What follows belongs to an exercise in optimizing a design on an open flow for small area; a production flow would make more cautious choices. The RTL was checked by simulation tests, not by an equivalence proof against the original design. Power is estimated from default activity; no workload was simulated.

===== design.v =====
module drawing_mem_ctrl (
                  input  wire        clk,		 
                  input  wire        reset,		
		  input  wire        iq_req,		 
		  output reg         iq_ack,
                  input  wire [17:0] iq_address,
		  input  wire  [3:0] iq_nbyte,
		  input  wire        iq_rnw,
		  input  wire [31:0] data_from_iq,
		  input  wire        vdu_req,		 
		  output  reg        vdu_ack,
		  input  wire [17:0] vdu_address,
		  output wire [31:0] vdu_data,
		  input  wire        de_req,		 
		  output reg         de_ack,
		  input  wire [17:0] de_address,
		  input  wire  [3:0] de_nbyte,
		  input  wire        de_rnw,
		  input  wire [31:0] de_wdata,
		  output reg  [17:0] fs_address,	 
		  output reg   [1:0] fs_ncs,
		  output reg         fs_noe,
		  output reg         fs_nwe,
		  output reg   [3:0] fs_nbyte_sel,
		  input  wire [31:0] fs_rdata,
		  output reg  [31:0] fs_wdata
		  );
reg        mem_state;		 
reg [1:0]  granted;		 
reg        pre_nwe;		 
always @ (posedge clk)
if (reset)
  begin						 
  mem_state <= 0;
  vdu_ack   <= 0;
  de_ack    <= 0;
  iq_ack    <= 0;
  fs_ncs    <= 2'b00;
  fs_noe    <= 1;
  pre_nwe   <= 1;
  end
else
  if (mem_state == 0)
    begin
    mem_state <= 1;				 
    vdu_ack   <= 0;
    de_ack    <= 0;
    iq_ack    <= 0;
    pre_nwe   <= 1;
    end
  else
    begin
    mem_state <= 0;				 
    if (vdu_req)				 
      begin
      granted  <= 1;				 
      vdu_ack  <= 1;			 
      fs_noe   <= 0;			 
      pre_nwe  <= 1;				 
      fs_ncs   <= 2'b00;			 
      fs_nbyte_sel <= 4'b0000;		 
      fs_address   <= vdu_address;
      end
    else
      if (iq_req)				 
        begin
        granted  <= 3;				 
        iq_ack   <= 1;			 
        fs_noe   <= !iq_rnw;		 
        pre_nwe  <= iq_rnw;			 
        fs_ncs   <= 2'b00;		 
        fs_nbyte_sel <= iq_nbyte;		 
        fs_address   <= iq_address;
        fs_wdata     <= data_from_iq;	 
        end
      else
        if (de_req)
          begin
          granted  <= 2;			 
          de_ack   <= 1;			 
          fs_noe   <= !de_rnw;		 
          pre_nwe  <= de_rnw;		 
          fs_ncs   <= 2'b00;		 
          fs_nbyte_sel <= de_nbyte;	 
          fs_address   <= de_address;
          fs_wdata     <= de_wdata;	 
          end
        else
          begin					 
          granted  <= 0;			 
          fs_noe   <= 1;			 
          pre_nwe  <= 1;			 
          fs_ncs   <= 2'b11;		 
          fs_nbyte_sel <= 4'b1111;	 
          end
    end
always @ (negedge clk) fs_nwe <= pre_nwe;	 
assign vdu_data   = fs_rdata;		 
endmodule
module drawing_vduc (
            input  wire        clk,
            input  wire        reset,
            output reg         frame_over,	 
	    output reg  [17:0] vdu_address,
	    input  wire [31:0] vdu_data,
	    output reg         vdu_req,
	    input  wire        vdu_ack,
	    output reg         v_sync_out,
	    output reg         h_sync_out,
	    output reg   [7:0] pixel_out,
	    output reg         v_blank,		 
	    output reg         h_blank		 
            );
reg   [1:0] vduc_state;			 
reg   [9:0] h_count;			 
reg   [1:0] h_state;			 
reg   [9:0] v_count;			 
reg   [1:0] v_state;			 
reg  [31:0] pixels;
wire        blank;
reg  [17:0] line_address;		 
reg         sync_start;			 
reg         sync_start_L;		 
reg         v_blank0;
reg         h_blank0;
always @ (posedge clk)
  if (reset)
    begin
    vdu_req    <= 1'b1;
    vduc_state <= 0;
    pixels     <= 32'h0000_0000;
    v_blank0   <= 1'b1;
    h_blank0   <= 1'b1;
    end
  else if (vdu_ack)                
    begin
    vdu_req <= 1'b0;
    vduc_state <= 3;
    end
  else
    begin
    if (blank)			 
      begin
      if (vduc_state == 3) pixels <= 32'h0000_0000;
      end
    else
      case (vduc_state)
        0: vdu_req <= 1'b1;
        2: if (vdu_ack) vdu_req <= 1'b0;
        3: pixels  <= vdu_data;
      endcase
    if (vduc_state == 3)
      begin
      v_blank0 <= (v_state != 1);	 
      h_blank0 <= (h_state != 1);
      end
    vduc_state <= vduc_state + 1;
    end
always @ (posedge clk)
  if (reset)
    begin
    h_count    <= 0;
    h_state    <= 0;
    h_sync_out <= 1'b0;
    sync_start <= 1'b0;
    end
  else if ((vduc_state == 3) && !vdu_ack)    
    begin
    if (h_count == 0)
      case (h_state)
        0:     begin
	         h_state <= 1;
	         h_count <= 640/4 - 1;
	         end
        1: begin
	         h_state <= 2;
	         h_count <= 16/4 - 1;
	         end
        2:     begin
	         h_state <= 3;
	         h_count <= 96/4 - 1;
	         h_sync_out <= 1'b1;
		 sync_start <= 1'b1;
		 end
        3:   begin
	         h_state <= 0;
	         h_count <= 48/4 - 1;
	         h_sync_out <= 1'b0;
	         end
      endcase
    else
      h_count <= h_count - 1;
    end
  else
    sync_start <= 1'b0;			 
always @ (posedge clk)
  if (reset)
    begin
    v_count    <= 3;
    v_state    <= 2;
    v_sync_out <= 1'b0;
    frame_over <= 1'b0;
    end
  else if (sync_start)
    begin
    if (v_count == 0)
      case (v_state)
        0:     begin
	         v_state <= 1;
	         v_count <= 480 - 1;
	         end
        1: begin
	         v_state <= 2;
	         v_count <= 10 - 1;
		 frame_over <= 1'b1;
	         end
        2:     begin
	         v_state <= 3;
	         v_count <= 2 - 1;
	         v_sync_out <= 1'b1;
	         end
        3:   begin
	         v_state <= 0;
	         v_count <= 33 - 1;
	         v_sync_out <= 1'b0;
	         end
      endcase
    else
      v_count <= v_count - 1;
    end
  else
    frame_over <= 1'b0;
assign blank = ((v_state != 1) || (h_state != 1));
always @ (posedge clk)
  if (reset) sync_start_L <= 1'b0;
  else       sync_start_L <= sync_start;
always @ (posedge clk)
  if (reset)
    begin
    line_address <= 18'h0;
    vdu_address  <= 18'h0;
    end
  else
  if (v_state == 3)			 
    line_address <= 18'h0;
  else
    if (sync_start_L)
      begin
      vdu_address <= line_address;
      if (v_state == 1)
        begin
	  line_address <= line_address + (640 / 4);
	end
      end
    else
      if ((v_state==1) && (h_state==1) && (vduc_state==3) && !vdu_ack)
        vdu_address <= vdu_address + 1;
always @ (posedge clk)		  
  if (reset)
    pixel_out <= 8'h00;
  else
  begin
  case (vduc_state)
    0: pixel_out <= pixels[ 7: 0];
    1: pixel_out <= pixels[15: 8];
    2: pixel_out <= pixels[23:16];
    3: pixel_out <= pixels[31:24];
  endcase
  end
always @ (posedge clk)		 
  if (reset)
    begin
    v_blank <= 1'b1;
    h_blank <= 1'b1;
    end
  else
  begin
  v_blank <= v_blank0;
  h_blank <= h_blank0; 
  end
endmodule
module framestore (
            input  wire        clk,
            input  wire        reset,
            input  wire        iq_req,
            output wire        iq_ack,
            input  wire [17:0] iq_address,
            input  wire  [3:0] iq_nbyte,
            input  wire        iq_rnw,
            input  wire [31:0] data_from_iq,
            input  wire        de_req,
            output wire        de_ack,
            input  wire [17:0] de_address,
            input  wire  [3:0] de_nbyte,
            input  wire        de_rnw,
            input  wire [31:0] de_wdata,
            output wire [17:0] fs_address,
            output wire  [1:0] fs_ncs,
            output wire        fs_noe,
            output wire        fs_nwe,
            output wire  [3:0] fs_nbyte_sel,
            input  wire [31:0] fs_rdata,
            output wire [31:0] fs_wdata,
            output wire        frame_over,
            output wire        v_sync_out,
            output wire        h_sync_out,
            output wire  [7:0] pixel_out,
            output wire        v_blank,
            output wire        h_blank
            );
wire        vdu_req, vdu_ack;
wire [17:0] vdu_address;
wire [31:0] vdu_data;
drawing_mem_ctrl mem_ctrl (
            .clk(clk), .reset(reset),
            .iq_req(iq_req), .iq_ack(iq_ack), .iq_address(iq_address),
            .iq_nbyte(iq_nbyte), .iq_rnw(iq_rnw), .data_from_iq(data_from_iq),
            .vdu_req(vdu_req), .vdu_ack(vdu_ack), .vdu_address(vdu_address),
            .vdu_data(vdu_data),
            .de_req(de_req), .de_ack(de_ack), .de_address(de_address),
            .de_nbyte(de_nbyte), .de_rnw(de_rnw), .de_wdata(de_wdata),
            .fs_address(fs_address), .fs_ncs(fs_ncs), .fs_noe(fs_noe),
            .fs_nwe(fs_nwe), .fs_nbyte_sel(fs_nbyte_sel),
            .fs_rdata(fs_rdata), .fs_wdata(fs_wdata));
drawing_vduc vduc (
            .clk(clk), .reset(reset),
            .frame_over(frame_over), .vdu_address(vdu_address),
            .vdu_data(vdu_data), .vdu_req(vdu_req), .vdu_ack(vdu_ack),
            .v_sync_out(v_sync_out), .h_sync_out(h_sync_out),
            .pixel_out(pixel_out), .v_blank(v_blank), .h_blank(h_blank));
endmodule

===== run.sh =====
#!/bin/bash
# synth_recipe.tcl (not shown) runs the flow's synth.tcl, then flattens the netlist and writes it again
# the make line also repeats each setting of config.mk as NAME=value (left out here)
make -C /OpenROAD-flow-scripts/flow DESIGN_CONFIG=/design/flow/config.mk WORK_HOME=/design/flow/orfs CLKGATE_MAP_FILE= SYNTH_SCRIPT=/design/flow/synth_recipe.tcl finish

===== config.mk =====
export PLATFORM = sky130hd
export DESIGN_NAME = framestore
export DESIGN_NICKNAME = framestore
export VERILOG_FILES = /design/flow/design.v
export SDC_FILE = /design/flow/constraint.sdc
export NUM_CORES = 4
export LEC_CHECK = 0
export CAP_MARGIN = 20
export CORE_MARGIN = 2
export CORE_UTILIZATION = 40
export PLACE_DENSITY = 0.6
export SLEW_MARGIN = 20

===== constraint.sdc =====
create_clock -name core_clock -period 5.0 [get_ports {clk}]
set_input_delay 1.0000 -clock core_clock [delete_from_list [all_inputs] [get_ports {clk}]]
set_output_delay 1.0000 -clock core_clock [all_outputs]
set_load 0.01 [all_outputs]

==> notes.md <==
-- worst paths after layout --
path	from	endpoint	slack (ns)	cells past startpoint
worst max-delay path	mem_ctrl.fs_nwe	fs_nwe	0.23	1
worst min-delay path	vduc.h_blank0	vduc.h_blank	0.44	1
worst max register to register	mem_ctrl.pre_nwe	mem_ctrl.fs_nwe	2.12	0
worst min register to register	vduc.h_blank0	vduc.h_blank	0.44	1
-- flip-flops by register name (all words and copies together) (netlist names), 8 cells and up --
name and flops:
mem_ctrl.fs_wdata 32, vduc.pixels 32, mem_ctrl.fs_address 18, vduc.vdu_address 18, vduc.line_address 13, vduc.h_count 10
vduc.v_count 10, vduc.pixel_out 8
-- where the power goes --
group          internal, W  total [W]  switching, W
Combinational     0.000178   0.000319      0.000141
Sequential         0.00144    0.00146     0.0000183
Clock             0.000755    0.00130      0.000548
-- kinds of logic after synthesis --
logic type	count (synthesis)
buffers and inverters	71
DFF	169
adders and majority gates	17
AOI/OAI and AO/OA	175
xor gates and xnor gates	17
and+or+nand+nor	241
muxes	58
-- routing by layer --
layer | up-vias | share of wire [%] | global-route usage [%]
met1 | 3024 | 42 | 26.69
met3 | 34 | 7.1 | 4.857
met2 | 223 | 48 | 35.79
met5 | - | 0 | 0
li1 | 3174 | - | -
met4 | 0 | 2.6 | 7.895
-- cells in the final DEF (no fill, tap or decap), types with 4 or more instances in the layout --
cell / Yosys / final
clkdlybuf4s50_1: 0 / 216
dfxtp_1: 115 / 115
nor2_1: 100 / 100
edfxtp_1: 54 / 54
nand2_1: 44 / 44
o21ai_0: 40 / 40
a22oi_1: 35 / 35
mux2_2: 33 / 33
a21oi_1: 32 / 32
inv_1: 25 / 25
mux2i_1: 25 / 25
nor3_1: 21 / 20
nand3_1: 17 / 17
ha_1: 17 / 17
clkbuf_16: 0 / 17
xnor2_1: 11 / 11
a211oi_1: 10 / 10
nor4_1: 9 / 9
a31oi_1: 9 / 9
a222oi_1: 8 / 8
buf_4: 1 / 8
nand4_1: 7 / 7
or3_1: 7 / 7
or4_1: 7 / 7
xor2_1: 6 / 6
o22ai_1: 6 / 6
and3_1: 5 / 5
a311oi_1: 5 / 5
nand2b_1: 4 / 4
o221ai_1: 4 / 4
-- stage by stage --
step / cells / instance area, um2
2_1_floorplan: 748 / 7525
3_3_place_gp: 1163 / 9879
3_5_place_dp: 1163 / 9879
4_1_cts: 1195 / 10460
5_1_grt: 1195 / 10460
6_report: 1195 / 10460
-- cell usage after synthesis, types with 2 or more instances --
master	n	share of area (%)
nand4_1	7	0.58
o31ai_1	3	0.30
inv_1	25	1.2
o32ai_1	3	0.35
nand2b_1	4	0.33
o211ai_1	3	0.30
or2_2	3	0.25
a32o_1	2	0.27
nor4_1	9	0.75
mux2i_1	25	3.3
xnor2_1	11	1.3
dfxtp_1	115	31
a222oi_1	8	1.1
a311oi_1	5	0.58
mux2_2	33	4.9
or3_1	7	0.58
clkbuf_1	35	1.7
buf_1	7	0.35
edfxtp_1	54	22
a21oi_1	32	2.1
nor2_1	100	5.0
a31oi_1	9	0.75
and3_1	5	0.42
o22ai_1	6	0.50
nor2b_1	2	0.17
ha_1	17	2.8
o221ai_1	4	0.47
o2111ai_1	2	0.23
buf_2	2	0.13
a22oi_1	35	3.5
o21a_1	2	0.20
nor4b_1	3	0.35
nand4b_1	2	0.23
o21ai_0	40	2.7
a211oi_1	10	1.0
xor2_1	6	0.70
o41ai_1	2	0.23
nor3_1	21	1.4
or4_1	7	0.70
nand2_1	44	2.2
nand3_1	17	1.1
-- final cells by class --
class	instances	area share [%]
flip-flops and latches	169	37.50
well taps	234	2.798
clock buffers	19	4.233
clock inverters	14	1.387
multi-input cells	508	31.85
repair buffers	226	21.33
inverters	25	0.8968
==> flow_summary.ini <==
[floorplanning]
die_y_um = 141.2
die_w_um = 141.2
core_um2 = 18580
rows = 50
initial_utilization_pct = 40.50
dieArea_um2 = 19920
io_pins = 219

[clock_tree]
cts_root_buf = clkbuf_16
clk_pin_slew_ns = 0.06
clock_path_buffers = 2
h-tree-depth = 4
cts_tree = built
cts_resized = 0
numCtsBuffers = 17
clock_sinks = 169
ctsHoldBuffers = 0
post_cts_buffers = 0
clk_latency_ns = 0.44

[sta]
slew_headroom_pct = 37.96
holdWs_ns = 0.4422
final_max_slew_viol_count = 0
setup_viol = 0
hold_viol_final = 0
skew_ns = 0.02335
finalWorstSetupSlack_ns = 0.2290
finalSetupTns_ns = 0
tightest_slew_ns = 0.9293
rsz0062_at_grt = no

[synth]
synth_edf_count = 54
synth.avg_cell_area_um2 = 10.06
syn_nets = 911
ys_ff_latch = 169
synth_seq_area_share_pct = 52.14
synth_compound_area_share_pct = 15.61
synth-simple-area-share_pct = 15.55
ys_async_sr_fraction_pct = 0
synth.mux.area_fraction_pct = 8.264
synth_top_family_by_area = compound AO/OA/AOI/OAI gates
synth_area_um2 = 7525
synthXorXnorAreaFrac_pct = 1.979
synth-main-ff-cell = dfxtp_1
yosys_warnings = 2
synthCells = 748
synth_fa_ha_area_share_pct = 2.827
synth.distinct_cells = 62

[cells_and_area]
syn_to_final_growth_pct = 39.06
final_net_count = 1111
final.fill_count = 1580
utilization_pct = 56.32
final_layout_size_suffix_gt1_share_pct = 8.741
seq_area_um2 = 3924
n_antenna_cell = 0
multiInputGateArea_um2 = 3333

[worst_hold_path]
hp-class = flop to flop

[outcome]
outcome = no timing/DRC/antenna violations

[critical_path]
worst_setup_path_end_kind = primary output
critPathBufInv = 1
cp_max_fo = 1
crit_type = flop to primary output
cp.required_ns = 4.00
crit_slowest_cell = clkdlybuf4s50_1
crit_path_cell_trace = clkdlybuf4s50_1
crit_family = buffers and inverters
critPathMaxStageDelay_ns = 0.53
worst_setup_path_start_kind = flop
crit_arrival_ns = 3.77

[route]
drt-pass1-iter-count = 6
vias = 6455
via_per_inst = 5.402
wire_per_inst_um = 18.10
drc = 0
drt-initial-drc-count = 429
ant_nets = 0
finalWirelength_mm = 21.64

[power]
powerDensity_nw_per_um2 = 294.6
vdd.ir_drop.worst_mv = 0.2313
power_w = 0.003083
leakage_nw = 3.671

[placed_design]
place_ws_ns = 0.6841
io_buffers = 218
routabilityCongestion = 0.8124
dp_hpwl_mm = 16.06

[global_route]
antenna_found_initial = 0
grt.overflow.total = 0
grt_max_degree = 47
grt_pass1_vias = 6134
grt_pass1_wl_mm = 33.32
grt_use_total_pct = 21.25

[flow_run]
maxCapViolCount = 0
